What follows belongs to an exercise in optimizing a design on an open flow for small area, a short achievable clock period and few clock cycles per item; a production flow would make more cautious choices. At most, simulation tests tie the RTL to the original design; equivalence was not proved. Power figures rest on the tool's default switching activity, not on a simulated workload.

## old
==> module back, before the edit <==
module back(m, l, o);
	input [12:0] m;
	input [1:0] l;
	output [14:0] o;
	wire new_n31, new_n32, new_n33, new_n34, new_n35, new_n36, new_n37, new_n38, new_n39, new_n40, new_n41, new_n42, new_n43, new_n44, new_n45, new_n47, new_n48, new_n50, new_n51, new_n52, new_n54, new_n55, new_n57, new_n58, new_n59, new_n60, new_n61, new_n62, new_n63, new_n64, new_n65, new_n66, new_n67, new_n68, new_n69, new_n70, new_n71, new_n73, new_n74, new_n76, new_n77, new_n78, new_n80, new_n81, new_n83, new_n84, new_n85, new_n86, new_n87, new_n88, new_n90, new_n91, new_n92, new_n93, new_n94, new_n95, new_n96, new_n97, new_n99, new_n100, new_n102, new_n103, new_n104, new_n106, new_n107;
	assign new_n31 = ~m[0] & m[3];
	assign new_n32 = ~m[0] & m[2];
	assign new_n33 = m[1] & ~new_n32;
	assign new_n34 = ~new_n31 & ~new_n33;
	assign new_n35 = ~m[0] & ~m[1];
	assign new_n36 = m[2] & ~new_n35;
	assign new_n37 = ~m[3] & ~new_n36;
	assign new_n38 = m[0] & ~new_n37;
	assign new_n39 = ~m[0] & new_n37;
	assign new_n40 = ~new_n38 & ~new_n39;
	assign new_n41 = ~l[1] & ~new_n40;
	assign new_n42 = ~new_n34 & ~new_n41;
	assign new_n43 = m[0] & m[3];
	assign new_n44 = ~m[1] & new_n32;
	assign new_n45 = ~new_n43 & ~new_n44;
	assign o[4] = new_n42 | ~new_n45;
	assign new_n47 = ~l[1] & o[4];
	assign new_n48 = l[1] & ~o[4];
	assign o[1] = new_n47 | new_n48;
	assign new_n50 = ~l[1] & ~new_n45;
	assign new_n51 = ~l[1] & ~new_n34;
	assign new_n52 = new_n40 & ~new_n51;
	assign o[2] = new_n50 | new_n52;
	assign new_n54 = l[1] & ~new_n45;
	assign new_n55 = ~new_n40 & new_n51;
	assign o[3] = new_n54 | new_n55;
	assign new_n57 = ~m[4] & m[7];
	assign new_n58 = ~m[4] & m[6];
	assign new_n59 = m[5] & ~new_n58;
	assign new_n60 = ~new_n57 & ~new_n59;
	assign new_n61 = ~m[4] & ~m[5];
	assign new_n62 = m[6] & ~new_n61;
	assign new_n63 = ~m[7] & ~new_n62;
	assign new_n64 = ~m[4] & ~new_n63;
	assign new_n65 = m[4] & new_n63;
	assign new_n66 = ~new_n64 & ~new_n65;
	assign new_n67 = new_n37 & new_n66;
	assign new_n68 = ~new_n60 & ~new_n67;
	assign new_n69 = m[4] & m[7];
	assign new_n70 = m[6] & new_n61;
	assign new_n71 = ~new_n69 & ~new_n70;
	assign o[8] = new_n68 | ~new_n71;
	assign new_n73 = ~new_n37 & o[8];
	assign new_n74 = new_n37 & ~o[8];
	assign o[5] = ~new_n73 & ~new_n74;
	assign new_n76 = new_n37 & ~new_n71;
	assign new_n77 = new_n37 & ~new_n60;
	assign new_n78 = ~new_n66 & ~new_n77;
	assign o[6] = new_n76 | new_n78;
	assign new_n80 = ~new_n37 & ~new_n71;
	assign new_n81 = ~new_n60 & new_n67;
	assign o[7] = new_n80 | new_n81;
	assign new_n83 = ~m[8] & m[11];
	assign new_n84 = ~m[8] & m[10];
	assign new_n85 = m[9] & ~new_n84;
	assign new_n86 = ~new_n83 & ~new_n85;
	assign new_n87 = ~m[8] & ~m[9];
	assign new_n88 = m[10] & ~new_n87;
	assign o[13] = m[11] | new_n88;
	assign new_n90 = m[8] & o[13];
	assign new_n91 = ~m[8] & ~o[13];
	assign new_n92 = ~new_n90 & ~new_n91;
	assign new_n93 = new_n63 & ~new_n92;
	assign new_n94 = ~new_n86 & ~new_n93;
	assign new_n95 = m[8] & m[11];
	assign new_n96 = ~m[9] & new_n84;
	assign new_n97 = ~new_n95 & ~new_n96;
	assign o[12] = new_n94 | ~new_n97;
	assign new_n99 = ~new_n63 & o[12];
	assign new_n100 = new_n63 & ~o[12];
	assign o[9] = ~new_n99 & ~new_n100;
	assign new_n102 = new_n63 & ~new_n97;
	assign new_n103 = new_n63 & ~new_n86;
	assign new_n104 = new_n92 & ~new_n103;
	assign o[10] = new_n102 | new_n104;
	assign new_n106 = ~new_n63 & ~new_n97;
	assign new_n107 = ~new_n92 & new_n103;
	assign o[11] = new_n106 | new_n107;
	assign o[0] = l[0];
	assign o[14] = m[12];
endmodule
Settings: LEC_CHECK=0, ABC_AREA=1, CAP_MARGIN=20, CORE_AREA=2.3 2.72 63.7 63.28, DIE_AREA=0 0 66 66, PLACE_DENSITY=0.6, SLEW_MARGIN=20; clock period 5.0 ns.
standard.sh (not shown) runs the stock make flow with config.mk's settings and CLKGATE_MAP_FILE= SYNTH_SCRIPT=/design/flow/synth_recipe.tcl, a recipe that flattens the netlist after the stock synthesis.
==> flow/flow/run.sh <==
#!/bin/bash
# Standard layout, but with the smallest buffer on every port instead of
# the delay buffer that buffer_ports picks by default.
set -euo pipefail
export BUFFER_PORTS_ARGS="-buffer_cell sky130_fd_sc_hd__buf_1"
export CTS_ARGS="-sink_clustering_enable -repair_clock_nets -dont_use_dummy_load -buf_list sky130_fd_sc_hd__clkbuf_4 -root_buf sky130_fd_sc_hd__clkbuf_4"
bash standard.sh > standard.log 2>&1
What new does differently from old at the input level:
diff --git a/flow/design.v b/flow/design.v
--- a/flow/design.v
+++ b/flow/design.v
@@ -170,51 +170,51 @@
 	assign new_n33 = m[1] & ~new_n32;
 	assign new_n34 = ~new_n31 & ~new_n33;
 	assign new_n35 = ~m[0] & ~m[1];
 	assign new_n36 = m[2] & ~new_n35;
 	assign new_n37 = ~m[3] & ~new_n36;
-	assign new_n38 = m[0] & ~new_n37;
-	assign new_n39 = ~m[0] & new_n37;
+	assign new_n38 = ~m[0] & ~new_n37;
+	assign new_n39 = m[0] & new_n37;
 	assign new_n40 = ~new_n38 & ~new_n39;
-	assign new_n41 = ~l[1] & ~new_n40;
+	assign new_n41 = ~l[1] & new_n40;
 	assign new_n42 = ~new_n34 & ~new_n41;
 	assign new_n43 = m[0] & m[3];
-	assign new_n44 = ~m[1] & new_n32;
+	assign new_n44 = m[2] & new_n35;
 	assign new_n45 = ~new_n43 & ~new_n44;
 	assign o[4] = new_n42 | ~new_n45;
-	assign new_n47 = ~l[1] & o[4];
-	assign new_n48 = l[1] & ~o[4];
-	assign o[1] = new_n47 | new_n48;
+	assign new_n47 = l[1] & o[4];
+	assign new_n48 = ~l[1] & ~o[4];
+	assign o[1] = ~new_n47 & ~new_n48;
 	assign new_n50 = ~l[1] & ~new_n45;
 	assign new_n51 = ~l[1] & ~new_n34;
-	assign new_n52 = new_n40 & ~new_n51;
+	assign new_n52 = ~new_n40 & ~new_n51;
 	assign o[2] = new_n50 | new_n52;
 	assign new_n54 = l[1] & ~new_n45;
-	assign new_n55 = ~new_n40 & new_n51;
+	assign new_n55 = new_n40 & new_n51;
 	assign o[3] = new_n54 | new_n55;
 	assign new_n57 = ~m[4] & m[7];
 	assign new_n58 = ~m[4] & m[6];
 	assign new_n59 = m[5] & ~new_n58;
 	assign new_n60 = ~new_n57 & ~new_n59;
 	assign new_n61 = ~m[4] & ~m[5];
 	assign new_n62 = m[6] & ~new_n61;
 	assign new_n63 = ~m[7] & ~new_n62;
-	assign new_n64 = ~m[4] & ~new_n63;
-	assign new_n65 = m[4] & new_n63;
+	assign new_n64 = m[4] & ~new_n63;
+	assign new_n65 = ~m[4] & new_n63;
 	assign new_n66 = ~new_n64 & ~new_n65;
-	assign new_n67 = new_n37 & new_n66;
+	assign new_n67 = new_n37 & ~new_n66;
 	assign new_n68 = ~new_n60 & ~new_n67;
 	assign new_n69 = m[4] & m[7];
-	assign new_n70 = m[6] & new_n61;
+	assign new_n70 = ~m[5] & new_n58;
 	assign new_n71 = ~new_n69 & ~new_n70;
 	assign o[8] = new_n68 | ~new_n71;
-	assign new_n73 = ~new_n37 & o[8];
-	assign new_n74 = new_n37 & ~o[8];
-	assign o[5] = ~new_n73 & ~new_n74;
+	assign new_n73 = new_n37 & o[8];
+	assign new_n74 = ~new_n37 & ~o[8];
+	assign o[5] = new_n73 | new_n74;
 	assign new_n76 = new_n37 & ~new_n71;
 	assign new_n77 = new_n37 & ~new_n60;
-	assign new_n78 = ~new_n66 & ~new_n77;
+	assign new_n78 = new_n66 & ~new_n77;
 	assign o[6] = new_n76 | new_n78;
 	assign new_n80 = ~new_n37 & ~new_n71;
 	assign new_n81 = ~new_n60 & new_n67;
 	assign o[7] = new_n80 | new_n81;
 	assign new_n83 = ~m[8] & m[11];
@@ -222,27 +222,27 @@
 	assign new_n85 = m[9] & ~new_n84;
 	assign new_n86 = ~new_n83 & ~new_n85;
 	assign new_n87 = ~m[8] & ~m[9];
 	assign new_n88 = m[10] & ~new_n87;
 	assign o[13] = m[11] | new_n88;
-	assign new_n90 = m[8] & o[13];
-	assign new_n91 = ~m[8] & ~o[13];
+	assign new_n90 = ~m[8] & o[13];
+	assign new_n91 = m[8] & ~o[13];
 	assign new_n92 = ~new_n90 & ~new_n91;
-	assign new_n93 = new_n63 & ~new_n92;
+	assign new_n93 = new_n63 & new_n92;
 	assign new_n94 = ~new_n86 & ~new_n93;
 	assign new_n95 = m[8] & m[11];
-	assign new_n96 = ~m[9] & new_n84;
+	assign new_n96 = m[10] & new_n87;
 	assign new_n97 = ~new_n95 & ~new_n96;
 	assign o[12] = new_n94 | ~new_n97;
-	assign new_n99 = ~new_n63 & o[12];
-	assign new_n100 = new_n63 & ~o[12];
-	assign o[9] = ~new_n99 & ~new_n100;
+	assign new_n99 = new_n63 & o[12];
+	assign new_n100 = ~new_n63 & ~o[12];
+	assign o[9] = new_n99 | new_n100;
 	assign new_n102 = new_n63 & ~new_n97;
 	assign new_n103 = new_n63 & ~new_n86;
-	assign new_n104 = new_n92 & ~new_n103;
+	assign new_n104 = ~new_n92 & ~new_n103;
 	assign o[10] = new_n102 | new_n104;
 	assign new_n106 = ~new_n63 & ~new_n97;
-	assign new_n107 = ~new_n92 & new_n103;
+	assign new_n107 = new_n92 & new_n103;
 	assign o[11] = new_n106 | new_n107;
 	assign o[0] = l[0];
 	assign o[14] = m[12];
 endmodule
Findings:
[compare] base=old new=new: clock network contribution to total cell area did not really move, first-iteration DRC count has increased, critical path data arrival time now sits lower, post-detailed-placement cell area higher, areal power density over the cells +1.2%. new against old: met2 routing resource usage after global routing now smaller; sum of internal, switching and leakage power saw an increase; post-route worst setup slack +0.075 ns. When new is measured against old, its post-route cell area turns out 8.8 µm² higher. Against old as the reference, new delivers a higher final cell count. Global-route usage | new below old. Compare new and old | fraction of the core area covered by cells at the end of the flow lower: old. Compared to old, new has length of routed met3 wiring 5.4% higher. On reported clock group power, the lower figure sits with new, not old.
Testbench counts of new, summed over its fixed seeds: cycles 2,056, items 2,048.
Only the layout flow was run in old; the RTL was not checked for function there.

==> separate check: timing with driven ports <==
Ports are ideal in the flow. The routed layouts listed here were re-timed in OpenROAD.
Step 1, drivers: a clkbuf_16 drives clk and a buf_2 each remaining input, both assumed.
Step 2 times the ports against the registers' clock, not the clock port: input delays grow and output delays shrink by t, the midpoint of the rising clock arrivals with the driver on.
Three values: ideal, step 1, step 2; two values: the first two.
| run | t (ns) | slack for setup (ns) | worst hold slack (ns) | latest minus earliest clock arrival (ns) |
|---|---|---|---|---|
| old | 0.290 | 2.010 / 1.992 / 1.824 | 0.512 / 0.514 / 0.804 | 0.001 / 0.001 |
| new | 0.288 | 2.085 / 2.065 / 1.833 | 0.517 / 0.518 / 0.806 | 0.005 / 0.005 |
After both steps setup and hold are still met in every run listed. The setup slack of new, which loses most, moves by -0.020 ns with the drivers and by -0.252 ns with both steps.
